From an optimization exercise on the open Yosys and OpenROAD flow, aimed at small area, a short achievable clock period and few clock cycles; shortcuts taken in it are not production practice.
At most, simulation tests tie the RTL to the original design; equivalence was not proved.

==> violet: inputs <==
Design SNN, start of the top module:
module SNN(
	clk,
	rst_n,
	in_valid,
	img,
	ker,
	weight,
	out_valid,
	out_data
);
export LEC_CHECK = 0
export CAP_MARGIN = 50
export CORE_MARGIN = 2
export CORE_UTILIZATION = 60
export CTS_BUF_LIST = sky130_fd_sc_hd__clkbuf_16
export CTS_CLUSTER_DIAMETER = 60
export CTS_CLUSTER_SIZE = 24
export SLEW_MARGIN = 70
create_clock -name core_clock -period 15.0 [get_ports {clk}]
standard.sh (not shown) runs the stock make flow with config.mk's settings and CLKGATE_MAP_FILE= SYNTH_SCRIPT=/design/flow/synth_recipe.tcl, a recipe that flattens the netlist after the stock synthesis.
==> flow/flow/run.sh <==
#!/bin/bash
# The standard layout with one netlist pass between synthesis and floorplan:
# flow/invopt.py folds away the inverters that Yosys's full-adder extraction
# leaves between full adder cells (a full adder is self-dual, so adders are
# flipped to need fewer inverters, and simple gates swapped for their
# complementary cells). Registers and all other cells are kept.
# Each tool writes its full output to its own log in this folder.
set -euo pipefail
R=orfs/results/${FLOW_PLATFORM}/SNN/base
bash standard.sh synth > synth.log 2>&1
cp "$R/1_2_yosys.v" 1_2_yosys.before_invopt.v
python3 flow/invopt.py "$R/1_2_yosys.v" > invopt.log 2>&1
rm -f "$R/1_synth.odb" "$R/1_synth.sdc"
# repair aims at a setup slack of 10 ns (the clock period is unchanged)
bash standard.sh finish SETUP_SLACK_MARGIN=10 > layout.log 2>&1
Other scripts of this flow, unchanged in this note and not shown: flow/flow/invopt.py
==> inputs of onyx, as changes to violet <==
--- a/flow/design.v
+++ b/flow/design.v
@@ -70,15 +70,15 @@
 wire [7:0] k0 = k[0], k1 = k[1], k2 = k[2], k3 = k[3], k4 = k[4],
            k5 = k[5], k6 = k[6], k7 = k[7], k8 = k[8];
 reg  [7:0] q3;
 reg  [7:0] mx [0:1];
 reg  [7:0] ab_a, ab_b;
 reg        ep, e0, e1, e2, e3, e4;    
 wire [7:0] l10 = lb[10], l11 = lb[11], l4 = lb[4], l5 = lb[5];
-reg        pj1, qj1, pacc, qrqd, qzero;
+reg        pj1, qj1, pacc, qrqd, qrp;
 wire [2:0] ncol = v1 ? (col1 == 5 ? 3'd0 : col1 + 1) : col1;    
 wire [7:0] pta = e0 ? ab_a : e2 ? mx[0] : pj1 ? l11 : l10;
 wire [7:0] ptb = e0 ? ab_b : e2 ? 8'd0  : pj1 ? l5 : l4;
 wire [7:0] pka = (e0 || e2) ? w[0] : pj1 ? k1 : k0;
 wire [7:0] pkb = e0 ? w[2] : pj1 ? k4 : k3;
 wire [7:0] qta = e1 ? ab_a : e2 ? mx[0] : qj1 ? l10 : l11;
 wire [7:0] qtb = e1 ? ab_b : e2 ? 8'd0  : qj1 ? l4 : l5;
@@ -88,15 +88,15 @@
 wire [16:0] tpa_n, tpb_n, tqa_n, tqb_n;
 reg  [7:0] pbot, qbot, pkv, qkv;
 reg  [18:0] RP, RPd, RQd;
 reg  [19:0] RQ;
 wire [18:0] RP_n;
 wire [19:0] RQ_n;
 wire [18:0] accp = pacc ? RPd : 19'd0;
-wire [18:0] accq = qzero ? 19'd0 : qrqd ? RQd : RP;
+wire [18:0] accq = ({19{qrqd}} & RQd) | ({19{qrp}} & RP);
 wire tmp_1 = (pta[0] & pka[6]) ^ (pta[1] & pka[5]);
 wire tmp_2 = (pta[0] & pka[6]) & (pta[1] & pka[5]);
 wire tmp_3, tmp_4;
 assign {tmp_4, tmp_3} = {1'b0, (pta[0] & pka[7])} + {1'b0, (pta[1] & pka[6])} + {1'b0, (pta[2] & pka[5])};
 wire tmp_5, tmp_6;
 assign {tmp_6, tmp_5} = {1'b0, (pta[3] & pka[4])} + {1'b0, (pta[4] & pka[3])} + {1'b0, (pta[5] & pka[2])};
 wire tmp_7, tmp_8;
@@ -903,16 +903,16 @@
 	pbot <= e0 ? 8'd0 : e2 ? vb : (ncol >= 4) ? px : img;
 	pkv <= e2 ? w[2] : (ncol >= 4) ? k7 : k6;
 	qbot <= e1 ? 8'd0 : e2 ? vb : (ncol == 1 || ncol == 2) ? img : px;
 	qkv <= e2 ? w[3] : (ncol == 1 || ncol == 2) ? k7 : k8;
 	pj1 <= ncol == 3 || ncol == 4;
 	qj1 <= ncol == 0 || ncol == 1;
 	pacc <= (ncol == 4 || ncol == 5) && !e0 && !e2;
-	qrqd <= ncol == 3 || ncol == 4;
-	qzero <= e1 || e2;
+	qrqd <= (ncol == 3 || ncol == 4) && !e1 && !e2;
+	qrp <= !(ncol == 3 || ncol == 4) && !e1 && !e2;
 end
 always @(posedge clk or negedge rst_n) begin
 	if(!rst_n) begin
 		ep <= 0; e0 <= 0; e1 <= 0; e2 <= 0; e3 <= 0; e4 <= 0;
 	end
 	else begin
 		ep <= v1 && row1 == 5 && col1 == 4;
==> inputs of lagoon, as changes to violet <==
--- a/flow/design.v
+++ b/flow/design.v
@@ -68,17 +68,17 @@
 wire [7:0] pm = lb[5];
 wire [7:0] pb = px;
 wire [7:0] k0 = k[0], k1 = k[1], k2 = k[2], k3 = k[3], k4 = k[4],
            k5 = k[5], k6 = k[6], k7 = k[7], k8 = k[8];
 reg  [7:0] q3;
 reg  [7:0] mx [0:1];
 reg  [7:0] ab_a, ab_b;
-reg        ep, e0, e1, e2, e3, e4;    
+reg        ep, eq, e0, e1, e2, e3, e4;    
 wire [7:0] l10 = lb[10], l11 = lb[11], l4 = lb[4], l5 = lb[5];
-reg        pj1, qj1, pacc, qrqd, qzero;
+reg        pj1, qj1, pacc, qrqd, qrp;
 wire [2:0] ncol = v1 ? (col1 == 5 ? 3'd0 : col1 + 1) : col1;    
 wire [7:0] pta = e0 ? ab_a : e2 ? mx[0] : pj1 ? l11 : l10;
 wire [7:0] ptb = e0 ? ab_b : e2 ? 8'd0  : pj1 ? l5 : l4;
 wire [7:0] pka = (e0 || e2) ? w[0] : pj1 ? k1 : k0;
 wire [7:0] pkb = e0 ? w[2] : pj1 ? k4 : k3;
 wire [7:0] qta = e1 ? ab_a : e2 ? mx[0] : qj1 ? l10 : l11;
 wire [7:0] qtb = e1 ? ab_b : e2 ? 8'd0  : qj1 ? l4 : l5;
@@ -88,15 +88,15 @@
 wire [16:0] tpa_n, tpb_n, tqa_n, tqb_n;
 reg  [7:0] pbot, qbot, pkv, qkv;
 reg  [18:0] RP, RPd, RQd;
 reg  [19:0] RQ;
 wire [18:0] RP_n;
 wire [19:0] RQ_n;
 wire [18:0] accp = pacc ? RPd : 19'd0;
-wire [18:0] accq = qzero ? 19'd0 : qrqd ? RQd : RP;
+wire [18:0] accq = ({19{qrqd}} & RQd) | ({19{qrp}} & RP);
 wire tmp_1 = (pta[0] & pka[6]) ^ (pta[1] & pka[5]);
 wire tmp_2 = (pta[0] & pka[6]) & (pta[1] & pka[5]);
 wire tmp_3, tmp_4;
 assign {tmp_4, tmp_3} = {1'b0, (pta[0] & pka[7])} + {1'b0, (pta[1] & pka[6])} + {1'b0, (pta[2] & pka[5])};
 wire tmp_5, tmp_6;
 assign {tmp_6, tmp_5} = {1'b0, (pta[3] & pka[4])} + {1'b0, (pta[4] & pka[3])} + {1'b0, (pta[5] & pka[2])};
 wire tmp_7, tmp_8;
@@ -887,40 +887,40 @@
 wire vq_179, vq_180;
 assign {vq_180, vq_179} = {1'b0, accq[16]} + {1'b0, vq_145} + {1'b0, vq_144};
 wire vq_181 = accq[17] ^ vq_146;
 wire vq_182 = accq[17] & vq_146;
 wire [19:0] vq_183 = {1'b0, accq[18], vq_181, vq_179, vq_177, vq_175, vq_173, vq_171, vq_169, vq_167, vq_165, vq_163, vq_161, vq_159, vq_157, vq_155, vq_153, vq_151, vq_149, vq_113};
 wire [19:0] vq_184 = {1'b0, vq_182, vq_180, vq_178, vq_176, vq_174, vq_172, vq_170, vq_168, vq_166, vq_164, vq_162, vq_160, vq_158, vq_156, vq_154, vq_152, vq_150, vq_148, vq_147};
 assign RQ_n = vq_183 + vq_184;
-wire       bq = e2 && gty;
-wire [7:0] vb = bq ? qp[12:5] : pool;
+wire [7:0] vb = pool;
 always @(posedge clk) begin
 	tpa <= tpa_n; tpb <= tpb_n;
 	tqa <= tqa_n; tqb <= tqb_n;
 	RP <= RP_n;
 	RPd <= RP;
 	RQ <= RQ_n;
 	RQd <= RQ[18:0];
 	pbot <= e0 ? 8'd0 : e2 ? vb : (ncol >= 4) ? px : img;
 	pkv <= e2 ? w[2] : (ncol >= 4) ? k7 : k6;
 	qbot <= e1 ? 8'd0 : e2 ? vb : (ncol == 1 || ncol == 2) ? img : px;
 	qkv <= e2 ? w[3] : (ncol == 1 || ncol == 2) ? k7 : k8;
 	pj1 <= ncol == 3 || ncol == 4;
 	qj1 <= ncol == 0 || ncol == 1;
 	pacc <= (ncol == 4 || ncol == 5) && !e0 && !e2;
-	qrqd <= ncol == 3 || ncol == 4;
-	qzero <= e1 || e2;
+	qrqd <= (ncol == 3 || ncol == 4) && !e1 && !e2;
+	qrp <= !(ncol == 3 || ncol == 4) && !e1 && !e2;
 end
 always @(posedge clk or negedge rst_n) begin
 	if(!rst_n) begin
-		ep <= 0; e0 <= 0; e1 <= 0; e2 <= 0; e3 <= 0; e4 <= 0;
+		ep <= 0; eq <= 0; e0 <= 0; e1 <= 0; e2 <= 0; e3 <= 0; e4 <= 0;
 	end
 	else begin
 		ep <= v1 && row1 == 5 && col1 == 4;
-		e0 <= ep;
+		eq <= ep;
+		e0 <= eq;
 		e1 <= e0;
 		e2 <= e1;
 		e3 <= e2;
 		e4 <= e3;
 	end
 end
 reg        v2;
@@ -942,15 +942,14 @@
 		v2 <= (v1 && row1 >= 2 && col1 >= 3) || p5;
 		p5 <= v1 && row1 >= 2 && col1 == 5;
 	end
 end
 wire [21:0] qys;
 reg  [11:0] qy;
 wire [14:0] qp;
-wire       gt2;
 wire [7:0] pool;
 wire qa_1 = cv[0] ^ cv[8];
 wire qa_2 = cv[0] & cv[8];
 wire qa_3 = cv[1] ^ cv[9];
 wire qa_4 = cv[1] & cv[9];
 wire qa_5 = cv[2] ^ cv[10];
 wire qa_6 = cv[2] & cv[10];
@@ -1040,27 +1039,20 @@
 wire qb_55 = qy[10] ^ 1'b1;
 wire qb_56 = qy[10] & 1'b1;
 wire qb_57 = qy[11] ^ 1'b1;
 wire qb_58 = qy[11] & 1'b1;
 wire [14:0] qb_59 = {1'b1, qb_57, qb_55, qb_53, qb_51, qb_49, qb_47, qb_45, qb_43, qb_41, qb_39, qb_37, qb_35, qb_33, ~qy[7]};
 wire [14:0] qb_60 = {qb_58, qb_56, qb_54, qb_52, qb_50, qb_48, qb_46, qb_44, qb_42, qb_40, qb_38, qb_36, qb_34, qb_32, qb_31};
 assign qp = qb_59 + qb_60;
-reg [19:0] mr;
-wire first2 = !r2[0] && !c2[0];
-assign gt2 = cv > mr;
-always @(posedge clk) begin
-	if(v2 && c2[1] && (first2 || gt2)) mr <= cv;
-end
-reg       vy, v3, gty;
+reg       vy, v3;
 reg [1:0] cy, ry, c3, r3;
 always @(posedge clk) begin
 	qy <= qys[20:9];
 	cy <= c2;
 	ry <= r2;
-	gty <= gt2;
 	q3 <= qp[12:5];
 	c3 <= cy;
 	r3 <= ry;
 end
 always @(posedge clk or negedge rst_n) begin
 	if(!rst_n) begin
 		vy <= 0;
==> comparison table <==
quantity	onyx	lagoon	violet
Proportion of layout cells with a drive suffix above 1	0.142	0.143	0.135
Detail Route met3 WL	5030 um	5530 um	5100 um
Signal buffers	96	126	94
Overall die height	239 um	235 um	239 um
Capture endpoint of the worst hold path	lb[8][3]	lb[10][3]	lb[8][4]
Area share of buffers outside the clock network	0.0250	0.0337	0.0277
Path length in cells of the critical path	13	15	14
Worst setup timing slack at the placement stage	9.65 ns	9.59 ns	9.65 ns
Maximum number of pins on one net before global-route repair	45	45	46
Share of cell area taken by multi-input logic gates	0.520	0.519	0.521
Result of the run	no timing/DRC/antenna violations	no timing/DRC/antenna violations	no timing/DRC/antenna violations
Placement Cell Area	35300 sq um	34200 sq um	35200 sq um
Vias in the first global route	21820	21704	21621
Uppermost layer routed	met4	met5	met5
F_max	206 MHz	205 MHz	195 MHz
Met3 Use GR	0.0454	0.0437	0.0433
Testbench counts of onyx, summed over its fixed seeds: cycles 25,288.
Testbench counts of lagoon, summed over its fixed seeds: cycles 25,608.
Only the layout flow was run in violet; the RTL was not checked for function there.

* * *

==> inputs of job 3329 <==
Another version of the RTL of SNN (not shown whole).
clock: 15.0 ns
lec_check: 0
cap_margin: 20
core_margin: 2
core_utilization: 65
cts_buf_list: sky130_fd_sc_hd__clkbuf_4 sky130_fd_sc_hd__clkbuf_8 sky130_fd_sc_hd__clkbuf_16
cts_cluster_size: 20
slew_margin: 20
run.sh (not shown) runs the stock make flow with config.mk's settings and CLKGATE_MAP_FILE= SYNTH_SCRIPT=/design/flow/synth_recipe.tcl, a recipe that flattens the netlist after the stock synthesis.
Stock flow here: none of the scripts above is used.
==> job 1478 (differences from job 3329) <==
--- a/flow/design.v
+++ b/flow/design.v
@@ -72,11 +72,13 @@
 reg        fa_a, fa_b, fa_cd, fb_cd;
 reg  [7:0] q3;
 reg  [7:0] mx [0:1];
 wire [7:0] nt2 = lb[9];
 wire [7:0] nm2 = lb[3];
-reg  [7:0] ua, um, kw0, kw1;
+reg  [7:0] ua, um;
+wire [7:0] kw0 = fa_a ? w[0] : k0;
+wire [7:0] kw1 = fa_a ? w[1] : k1;
 reg  [7:0] pbm, kw6, kw7;
 reg  [16:0] tm0a, tm0b, tm1a, tm1b, tm2a, tm2b;
 wire [16:0] tm0a_n, tm0b_n, tm1a_n, tm1b_n, tm2a_n, tm2b_n;
 reg [17:0] s1;
 reg [18:0] s2;
@@ -1484,12 +1486,10 @@
 wire a_next = a_cd || a_ab;
 always @(posedge clk) begin
 	pbm <= ({8{bq}} & qp[22:15]) | ({8{!bq}} & vr);
 	ua <= a_next ? (a_cd ? pool : mx[0]) : lb[9];
 	um <= a_next ? 8'd0 : lb[3];
-	kw0 <= a_next ? w[0] : k0;
-	kw1 <= a_next ? w[1] : k1;
 	kw6 <= fa_a ? w[2] : k6;
 	kw7 <= fa_a ? w[3] : k7;
 end
 reg  v5;
 always @(posedge clk or negedge rst_n) begin
Settings changed: CORE_UTILIZATION 65 to 40, CTS_BUF_LIST sky130_fd_sc_hd__clkbuf_4 sky130_fd_sc_hd__clkbuf_8 sky130_fd_sc_hd__clkbuf_16 to not set, CTS_CLUSTER_SIZE 20 to not set.
==> job 9974 (differences from job 3329) <==
--- a/flow/design.v
+++ b/flow/design.v
@@ -72,11 +72,13 @@
 reg        fa_a, fa_b, fa_cd, fb_cd;
 reg  [7:0] q3;
 reg  [7:0] mx [0:1];
 wire [7:0] nt2 = lb[9];
 wire [7:0] nm2 = lb[3];
-reg  [7:0] ua, um, kw0, kw1;
+reg  [7:0] ua, um;
+wire [7:0] kw0 = fa_a ? w[0] : k0;
+wire [7:0] kw1 = fa_a ? w[1] : k1;
 reg  [7:0] pbm, kw6, kw7;
 reg  [16:0] tm0a, tm0b, tm1a, tm1b, tm2a, tm2b;
 wire [16:0] tm0a_n, tm0b_n, tm1a_n, tm1b_n, tm2a_n, tm2b_n;
 reg [17:0] s1;
 reg [18:0] s2;
@@ -1484,12 +1486,10 @@
 wire a_next = a_cd || a_ab;
 always @(posedge clk) begin
 	pbm <= ({8{bq}} & qp[22:15]) | ({8{!bq}} & vr);
 	ua <= a_next ? (a_cd ? pool : mx[0]) : lb[9];
 	um <= a_next ? 8'd0 : lb[3];
-	kw0 <= a_next ? w[0] : k0;
-	kw1 <= a_next ? w[1] : k1;
 	kw6 <= fa_a ? w[2] : k6;
 	kw7 <= fa_a ? w[3] : k7;
 end
 reg  v5;
 always @(posedge clk or negedge rst_n) begin
Settings changed: CAP_MARGIN 20 to 50, CORE_UTILIZATION 65 to 40, CTS_BUF_LIST sky130_fd_sc_hd__clkbuf_4 sky130_fd_sc_hd__clkbuf_8 sky130_fd_sc_hd__clkbuf_16 to not set, CTS_CLUSTER_SIZE 20 to not set, SLEW_MARGIN 20 to 70.
==> job 986 (differences from job 3329) <==
--- a/flow/design.v
+++ b/flow/design.v
@@ -72,11 +72,13 @@
 reg        fa_a, fa_b, fa_cd, fb_cd;
 reg  [7:0] q3;
 reg  [7:0] mx [0:1];
 wire [7:0] nt2 = lb[9];
 wire [7:0] nm2 = lb[3];
-reg  [7:0] ua, um, kw0, kw1;
+reg  [7:0] ua, um;
+wire [7:0] kw0 = fa_a ? w[0] : k0;
+wire [7:0] kw1 = fa_a ? w[1] : k1;
 reg  [7:0] pbm, kw6, kw7;
 reg  [16:0] tm0a, tm0b, tm1a, tm1b, tm2a, tm2b;
 wire [16:0] tm0a_n, tm0b_n, tm1a_n, tm1b_n, tm2a_n, tm2b_n;
 reg [17:0] s1;
 reg [18:0] s2;
@@ -1484,12 +1486,10 @@
 wire a_next = a_cd || a_ab;
 always @(posedge clk) begin
 	pbm <= ({8{bq}} & qp[22:15]) | ({8{!bq}} & vr);
 	ua <= a_next ? (a_cd ? pool : mx[0]) : lb[9];
 	um <= a_next ? 8'd0 : lb[3];
-	kw0 <= a_next ? w[0] : k0;
-	kw1 <= a_next ? w[1] : k1;
 	kw6 <= fa_a ? w[2] : k6;
 	kw7 <= fa_a ? w[3] : k7;
 end
 reg  v5;
 always @(posedge clk or negedge rst_n) begin
Settings changed: CAP_MARGIN 20 to 70, CORE_UTILIZATION 65 to 40, CTS_BUF_LIST sky130_fd_sc_hd__clkbuf_4 sky130_fd_sc_hd__clkbuf_8 sky130_fd_sc_hd__clkbuf_16 to not set, CTS_CLUSTER_SIZE 20 to not set, SLEW_MARGIN 20 to 85.
==> notes <==
- Between job 3329 and job 1478, the lower synthesized cell count is in job 1478 (gap 4.1%, measured against job 1478).
- In die area, job 1478 and job 9974 do not differ.
- Clock skew: job 1478 is lower than job 3329 (36 ps).
- Via count, lowest first: job 9974, job 1478, job 986, job 3329.
- Setup slack: job 986 < job 3329 < job 1478 < job 9974.
- Maximum frequency: job 986 < job 3329 < job 1478 < job 9974.
- Between job 3329 and job 1478, the lower count of clock-buffer cells in the layout is in job 1478 (gap 16).
- Of job 9974 and job 986, job 986 has the higher design area (gap about 7%, measured against job 986).
- Of job 1478 and job 986, job 986 has the higher critical path depth (gap 22).
- In synthesized area, job 1478 and job 986 do not differ.
==> figures <==
|  | job 986 | job 3329 | job 1478 | job 9974 |
|---|---|---|---|---|
| Result of the run | complete, no violations | complete, no violations | complete, no violations | complete, no violations |
| Mean cell area of the mapped netlist | 11.3 um2 | 11.0 um2 | 11.3 um2 | 11.3 um2 |
| Multi-input gate area in the final layout | 0.0246 mm2 | 0.0235 mm2 | 0.0230 mm2 | 0.0233 mm2 |
| Fraction of area in non-clock buffers | 5.43% | 0.994% | 1.10% | 1.57% |
| Endpoint, Worst Hold | lb[9][5]$_DFF_P_ | lb[2][1]$_DFF_P_ | lb[7][2]$_DFF_P_ | lb[2][3]$_DFF_P_ |
| Nets@finish | 4662 | 4506 | 4372 | 4389 |
| Gate count after technology mapping | 3433 | 3575 | 3433 | 3433 |
| Worst skew pair latency | 660 ps | 670 ps | 650 ps | 650 ps |
| Area share of the leading cell type in the synthesized netlist | 30.8% | 30.2% | 30.8% | 30.8% |
| Synth Area in Simple Gates | 12.7% | 13.7% | 12.7% | 12.7% |
| Total Routing Usage GR | 19.6% | 31.9% | 19.1% | 19.2% |
| Worst setup path endpoint | pbm[2]$_DFF_P_ | pbm[7]$_DFF_P_ | s2[17]$_DFF_P_ | s2[17]$_DFF_P_ |
| Clk_skew | 33.0 ps | 69.0 ps | 33.1 ps | 38.3 ps |
| Slack of the worst reg-to-reg path | 790 ps | 9390 ps | 9440 ps | 9620 ps |
| Die width | 315 um | 250 um | 315 um | 315 um |
| Number of multi-input combinational cells | 2112 | 2233 | 2112 | 2112 |
| Synthesized-area fraction occupied by ao, oa, aoi and oai cells | 3.86% | 4.60% | 3.86% | 3.86% |
| Total clock sinks | 541 | 557 | 541 | 541 |
| Tightest slew margin relative to the limit | 85.4% | 29.8% | 32.3% | 69.2% |
| Layout-to-synthesis area ratio | 1.203x | 1.084x | 1.098x | 1.114x |
| Die Y | 315 um | 250 um | 315 um | 315 um |
| Critical Path Slowest Stage Cell | sky130_fd_sc_hd__fa_1 | sky130_fd_sc_hd__a211oi_1 | sky130_fd_sc_hd__dfxtp_1 | sky130_fd_sc_hd__or4_1 |
Testbench counts of job 1478, summed over its fixed seeds: cycles 24,648.
Testbench counts of job 9974, summed over its fixed seeds: cycles 24,648.
Testbench counts of job 986, summed over its fixed seeds: cycles 24,648.
For job 3329, only the layout was checked, not whether the RTL still works.

## static timing again, ports no longer ideal
The flow's constraints put no driver on any port. The routed layouts listed below were extracted and timed again, unchanged, in two steps.
Step 1 (the two cells are an assumption about what drives the block):
set clk [get_ports {clk}]
set_driving_cell -lib_cell sky130_fd_sc_hd__clkbuf_16 $clk
set_driving_cell -lib_cell sky130_fd_sc_hd__buf_2 [delete_from_list [all_inputs] $clk]
Step 2, shift: input delay + t, output delay - t, t = (earliest + latest rising clock arrival at the registers) / 2. This alone moves slack from input paths to output paths.
Slacks: ideal / step 1 / step 2; pairs: ideal / step 1.
run | t (ns) | slack for setup (ns) | worst setup path at the end | worst slew at a driven data input, ns
violet | 0.645 | 9.874 / 9.874 / 9.874 | register to register | 0.06
onyx | 0.667 | 10.145 / 10.145 / 10.145 | register to register | 0.05
lagoon | 0.659 | 10.111 / 10.111 / 10.111 | register to register | 0.05
job 3329 | 0.702 | 9.385 / 9.385 / 9.385 | register to register | 0.04
job 1478 | 0.704 | 9.438 / 9.438 / 9.438 | register to register | 0.06
job 9974 | 0.704 | 9.618 / 9.618 / 9.618 | register to register | 0.06
job 986 | 0.705 | 0.793 / 0.793 / 0.793 | register to register | 0.06
After both steps every run listed still meets setup and hold.
